Source: an optimization exercise on an open RTL-to-GDS flow (aim: small area, a short achievable clock period and few clock cycles per item). Production flows keep margins and buffers that such runs may drop. At most, simulation tests tie the RTL to the original design; equivalence was not proved.

## 11-23
// geofence
module geofence (clk,
                 reset,
                 X,
                 Y,
                 valid,
                 is_inside);
Size in the first run: roughly 1500 cells after synthesis.
clock: 7.5 ns
lec_check: 0
cap_margin: 20
core_margin: 2
core_utilization: 40
setup_slack_margin: 1.0
slew_margin: 20
synth_hierarchical: 1
synth_minimum_keep_size: 0
run.sh (not shown) runs the stock make flow with config.mk's settings and CLKGATE_MAP_FILE= SYNTH_SCRIPT=/design/flow/synth_recipe.tcl, a recipe that flattens the netlist after the stock synthesis.
Testbench counts of 11-23, summed over its fixed seeds: cycles 28,800, tests 3,200.
Input-level comparison between 08-05 and 11-23:
--- a/flow/design.v
+++ b/flow/design.v
@@ -31,36 +31,32 @@
 module MGP (input gh, input ph, input gl, input pl, output g, output p);
     assign g = ~(gh | (ph & gl));
     assign p = ~(ph & pl);
 endmodule
 module INV2 (input g, input p, output gn, output pn);
     assign gn = ~g;
     assign pn = ~p;
 endmodule
-module CSEL (input s, input a, input b, output y);
-    assign y = s ? a : b;
-endmodule
 module CrossProduct (input [10:0] ax,
                      input [10:0] ay,
                      input bx_sign,
                      input [5:0] bx_one,
                      input [5:0] bx_two,
                      input [5:0] bx_neg,
                      input by_sign,
                      input [5:0] by_one,
                      input [5:0] by_two,
                      input [5:0] by_neg,
                      output pos);
     wire [9:0] ma = ax[9:0], mc = ay[9:0];
     wire n1 = ax[10] ^ by_sign;    
     wire n2 = ay[10] ^ bx_sign;    
-    wire x, pa, pb;
-    assign pa = n1 ? (n2 & ~x) : (n2 | x);
-    assign pb = n1 ? (n2 & x) : (n2 | ~x);
+    wire gt;
+    assign pos = n1 ? (n2 & ~gt) : (n2 | gt);
     wire pp1, pp2, pp3, pp4, pp5, pp6, pp7, pp8, pp9, pp10, pp11, ns12, nc13, pp14, pp15, pp16;
     wire pp17, pp18, pp19, pp20, pp21, pp22, pp23, pp24, ns25, nc26, pp27, pp28, pp29, pp30, pp31, pp32;
     wire pp33, pp34, pp35, pp36, pp37, ns38, nc39, pp40, pp41, pp42, pp43, pp44, pp45, pp46, pp47, pp48;
     wire pp49, pp50, ns51, nc52, pp53, pp54, pp55, pp56, pp57, pp58, pp59, pp60, pp61, pp62, pp63, ns64;
     wire nc65, pp66, pp67, pp68, pp69, pp70, pp71, pp72, pp73, pp74, pp75, pp76, pp77, pp78, pp79, pp80;
     wire pp81, pp82, pp83, pp84, pp85, pp86, ns87, nc88, pp89, pp90, pp91, pp92, pp93, pp94, pp95, pp96;
     wire pp97, pp98, pp99, ns100, nc101, pp102, pp103, pp104, pp105, pp106, pp107, pp108, pp109, pp110, pp111, pp112;
     wire ns113, nc114, pp115, pp116, pp117, pp118, pp119, pp120, pp121, pp122, pp123, pp124, pp125, ns126, nc127, pp128;
@@ -429,44 +425,48 @@
     MGP mG495 (.gh(G481), .ph(P482), .gl(G483), .pl(P484), .g(G495), .p(P496));
     MGP mG497 (.gh(G485), .ph(P486), .gl(G487), .pl(P488), .g(G497), .p(P498));
     MGI mG499 (.gh(G489), .ph(P490), .gl(G491), .pl(P492), .g(G499), .p(P500));
     MGI mG501 (.gh(G493), .ph(P494), .gl(G495), .pl(P496), .g(G501), .p(P502));
     INV2 iG503 (.g(G497), .p(P498), .gn(G503), .pn(P504));
     MGP mG505 (.gh(G499), .ph(P500), .gl(G501), .pl(P502), .g(G505), .p(P506));
     INV2 iG507 (.g(G503), .p(P504), .gn(G507), .pn(P508));
     MGI mG509 (.gh(G505), .ph(P506), .gl(G507), .pl(P508), .g(G509), .p(P510));
-    assign x = s427 ^ c426;
-    CSEL usel (.s(G509), .a(pa), .b(pb), .y(pos));
+    assign gt = ~(s427 ^ c426 ^ G509);
 endmodule
 module geofence (clk,
                  reset,
                  X,
                  Y,
                  valid,
                  is_inside);
     input clk;
     input reset;
     input [9:0] X;
     input [9:0] Y;
     output valid;
     output is_inside;
     reg [3:0] cnt;
     reg [9:0] px, py;
-    reg [10:0] ux, uy, sx, sy, ex, ey;    
+    reg [10:0] ux, uy, upx, upy, sx, sy, ex, ey;    
+    reg sel_s, sel_e;
     reg ins, vld;
+    wire [10:0] scx = sel_s ? upx : sx;
+    wire [10:0] scy = sel_s ? upy : sy;
+    wire [10:0] ecx = sel_e ? upx : ex;
+    wire [10:0] ecy = sel_e ? upy : ey;
     wire cs, ce;
     wire [5:0] ux_one, ux_two, ux_neg, uy_one, uy_two, uy_neg;
     BoothEnc BX (.m(ux[9:0]), .one(ux_one), .two(ux_two), .neg(ux_neg));
     BoothEnc BY (.m(uy[9:0]), .one(uy_one), .two(uy_two), .neg(uy_neg));
-    CrossProduct C0 (.ax(sx), .ay(sy),
+    CrossProduct C0 (.ax(scx), .ay(scy),
                      .bx_sign(ux[10]), .bx_one(ux_one), .bx_two(ux_two), .bx_neg(ux_neg),
                      .by_sign(uy[10]), .by_one(uy_one), .by_two(uy_two), .by_neg(uy_neg),
                      .pos(cs));
-    CrossProduct C1 (.ax(ex), .ay(ey),
+    CrossProduct C1 (.ax(ecx), .ay(ecy),
                      .bx_sign(ux[10]), .bx_one(ux_one), .bx_two(ux_two), .bx_neg(ux_neg),
                      .by_sign(uy[10]), .by_one(uy_one), .by_two(uy_two), .by_neg(uy_neg),
                      .pos(ce));
     assign valid = vld;
     assign is_inside = ins;
     always @(posedge clk or posedge reset) begin
         if (reset) begin
             cnt <= 4'd0;
@@ -483,22 +483,22 @@
     wire place = cnt >= 4'd3 && cnt <= 4'd7;
     always @(posedge clk) begin
         if (cnt == 4'd0) begin
             px <= X;
             py <= Y;
         end
         ux <= {dx[10], dx[10] ? nx : dx[9:0]};
         uy <= {dy[10], dy[10] ? ny : dy[9:0]};
-        if (cnt == 4'd2 || (place && !cs && !ce)) begin
-            sx <= ux;
-            sy <= uy;
-        end
-        if (cnt == 4'd2 || (place && cs && ce)) begin
-            ex <= ux;
-            ey <= uy;
-        end
+        upx <= ux;
+        upy <= uy;
+        sx <= scx;
+        sy <= scy;
+        ex <= ecx;
+        ey <= ecy;
+        sel_s <= cnt == 4'd2 || (place && !cs && !ce);
+        sel_e <= cnt == 4'd2 || (place && cs && ce);
         if (cnt == 4'd2)
             ins <= 1'b0;
         else if (place && !cs && ce)
             ins <= 1'b1;
     end
 endmodule
### Flow results
Re final hold violation count: no difference whatsoever between 11-23 and 08-05. Compared with 11-23, in 08-05 synthesized cell count up about 4.7%; fmax up 1.6 MHz; total length of routed wires up 3.0%. Worst setup slack after layout was lower in 11-23 than in 08-05. Of 08-05 and 11-23, the lower cell area belongs to 11-23. Share of cells above drive strength 1 for 08-05: 2.4 points up relative to 11-23.
The RTL of 08-05 was laid out without a check of its function.

---

== yarrow ==
geofence, a different RTL version from the one above (not shown whole).
Size in the first run: ~1,500 cells after synthesis, about 24 I/O pins, roughly 0.016 mm2 of cells after synthesis.
==> module geofence, before the edit <==
module geofence (clk,
                 reset,
                 X,
                 Y,
                 valid,
                 is_inside);
    input clk;
    input reset;
    input [9:0] X;
    input [9:0] Y;
    output valid;
    output is_inside;
    reg [3:0] cnt;
    reg [9:0] px, py;
    reg [10:0] ux, uy, sx, sy, ex, ey;    
    reg ins, vld;
    wire cs, ce;
    reg [5:0] ux_one, ux_two, ux_neg, uy_one, uy_two, uy_neg;
    wire [5:0] dx_one, dx_two, dx_neg, dy_one, dy_two, dy_neg;
    CrossProduct C0 (.ax(sx), .ay(sy),
                     .bx_sign(ux[10]), .bx_one(ux_one), .bx_two(ux_two), .bx_neg(ux_neg),
                     .by_sign(uy[10]), .by_one(uy_one), .by_two(uy_two), .by_neg(uy_neg),
                     .pos(cs));
    CrossProduct C1 (.ax(ex), .ay(ey),
                     .bx_sign(ux[10]), .bx_one(ux_one), .bx_two(ux_two), .bx_neg(ux_neg),
                     .by_sign(uy[10]), .by_one(uy_one), .by_two(uy_two), .by_neg(uy_neg),
                     .pos(ce));
    assign valid = vld;
    assign is_inside = ins;
    always @(posedge clk or posedge reset) begin
        if (reset) begin
            cnt <= 4'd0;
            vld <= 1'b0;
        end else begin
            cnt <= (cnt == 4'd8) ? 4'd0 : cnt + 4'd1;
            vld <= (cnt == 4'd7);
        end
    end
    wire [10:0] dx = {1'b0, X} - {1'b0, px};
    wire [10:0] dy = {1'b0, Y} - {1'b0, py};
    wire [9:0] nx = px - X;
    wire [9:0] ny = py - Y;
    wire [9:0] mx = dx[10] ? nx : dx[9:0];
    wire [9:0] my = dy[10] ? ny : dy[9:0];
    wire place = cnt >= 4'd3 && cnt <= 4'd7;
    BoothEnc BX (.m(mx), .one(dx_one), .two(dx_two), .neg(dx_neg));
    BoothEnc BY (.m(my), .one(dy_one), .two(dy_two), .neg(dy_neg));
    always @(posedge clk) begin
        if (cnt == 4'd0) begin
            px <= X;
            py <= Y;
        end
        ux <= {dx[10], mx};
        uy <= {dy[10], my};
        ux_one <= dx_one;
        ux_two <= dx_two;
        ux_neg <= dx_neg;
        uy_one <= dy_one;
        uy_two <= dy_two;
        uy_neg <= dy_neg;
        if (cnt == 4'd2 || (place && !cs && !ce)) begin
            sx <= ux;
            sy <= uy;
        end
        if (cnt == 4'd2 || (place && cs && ce)) begin
            ex <= ux;
            ey <= uy;
        end
        if (cnt == 4'd2)
            ins <= 1'b0;
        else if (place && !cs && ce)
            ins <= 1'b1;
    end
endmodule
Settings: LEC_CHECK=0, ABC_CLOCK_PERIOD_IN_PS=4000, CAP_MARGIN=20, CORE_MARGIN=2, CORE_UTILIZATION=40, SETUP_SLACK_MARGIN=3.0, SLEW_MARGIN=20, SYNTH_HIERARCHICAL=1, SYNTH_MINIMUM_KEEP_SIZE=0; clock period 7.5 ns.
The inputs of harbor differ from those of yarrow as listed below.
==> flow/design.v, changed modules only <==
module geofence (clk,
                 reset,
                 X,
                 Y,
                 valid,
                 is_inside);
    input clk;
    input reset;
    input [9:0] X;
    input [9:0] Y;
    output valid;
    output is_inside;
    reg [3:0] cnt;
    reg [9:0] px, py;
    reg [10:0] ux, uy, sx, sy, ex, ey;    
    reg ins, vld;
    wire cs, ce;
    wire [5:0] ux_one, ux_two, ux_neg, uy_one, uy_two, uy_neg;
    BoothEnc BX (.m(ux[9:0]), .one(ux_one), .two(ux_two), .neg(ux_neg));
    BoothEnc BY (.m(uy[9:0]), .one(uy_one), .two(uy_two), .neg(uy_neg));
    CrossProduct C0 (.ax(sx), .ay(sy),
                     .bx_sign(ux[10]), .bx_one(ux_one), .bx_two(ux_two), .bx_neg(ux_neg),
                     .by_sign(uy[10]), .by_one(uy_one), .by_two(uy_two), .by_neg(uy_neg),
                     .pos(cs));
    CrossProduct C1 (.ax(ex), .ay(ey),
                     .bx_sign(ux[10]), .bx_one(ux_one), .bx_two(ux_two), .bx_neg(ux_neg),
                     .by_sign(uy[10]), .by_one(uy_one), .by_two(uy_two), .by_neg(uy_neg),
                     .pos(ce));
    assign valid = vld;
    assign is_inside = ins;
    always @(posedge clk or posedge reset) begin
        if (reset) begin
            cnt <= 4'd0;
            vld <= 1'b0;
        end else begin
            cnt <= (cnt == 4'd8) ? 4'd0 : cnt + 4'd1;
            vld <= (cnt == 4'd7);
        end
    end
    wire [10:0] dx = {1'b0, X} - {1'b0, px};
    wire [10:0] dy = {1'b0, Y} - {1'b0, py};
    wire [9:0] nx = px - X;
    wire [9:0] ny = py - Y;
    wire place = cnt >= 4'd3 && cnt <= 4'd7;
    always @(posedge clk) begin
        if (cnt == 4'd0) begin
            px <= X;
            py <= Y;
        end
        ux <= {dx[10], dx[10] ? nx : dx[9:0]};
        uy <= {dy[10], dy[10] ? ny : dy[9:0]};
        if (cnt == 4'd2 || (place && !cs && !ce)) begin
            sx <= ux;
            sy <= uy;
        end
        if (cnt == 4'd2 || (place && cs && ce)) begin
            ex <= ux;
            ey <= uy;
        end
        if (cnt == 4'd2)
            ins <= 1'b0;
        else if (place && !cs && ce)
            ins <= 1'b1;
    end
endmodule
### Flow results
- Compared with yarrow, harbor shows a count of clock-buffer cells in the layout that is 7 lower.
- yarrow has higher number of global-route vias before repair than harbor.
- Compared to yarrow, harbor has clock buffer count from CTS 8 lower.
- Going from yarrow to harbor, cell area after layout down 8.7%.
- Diff harbor and yarrow: cell area after synthesis higher in yarrow
- Total area of multi-input combinational cells: harbor vs yarrow, no meaningful difference
- Run comparison: harbor capture point of the critical path ey[8]$_DFFE_PP_; yarrow capture point of the critical path ey[5]$_DFFE_PP_
Testbench counts of harbor, summed over its fixed seeds: cycles 28,800, tests 3,200.
Function not checked in yarrow: the RTL went through the layout flow alone.

port drivers added, routing unchanged:
The results above use ideal ports. As a check the final layouts listed here were re-extracted and re-timed, cells and wires unchanged.
Step 1 assumes that a clkbuf_16 drives the clock port and a buf_2 every other input.
Step 2 also shifts input and output timing later by t, the mid clock arrival at the registers, as if the neighbouring blocks saw the same clock.
a / b / c = no drivers / after step 1 / after step 2; a / b = the first two.
run	t (ns)	setup slack, ns	latest minus earliest clock arrival (ns)
11-23	0.369	1.264 / 1.264 / 1.264	0.011 / 0.012
08-05	0.460	1.326 / 1.326 / 1.326	0.018 / 0.018
yarrow	0.458	1.603 / 1.603 / 1.603	0.015 / 0.015
harbor	0.373	1.553 / 1.553 / 1.553	0.011 / 0.012
After both steps every run listed still meets setup and hold.
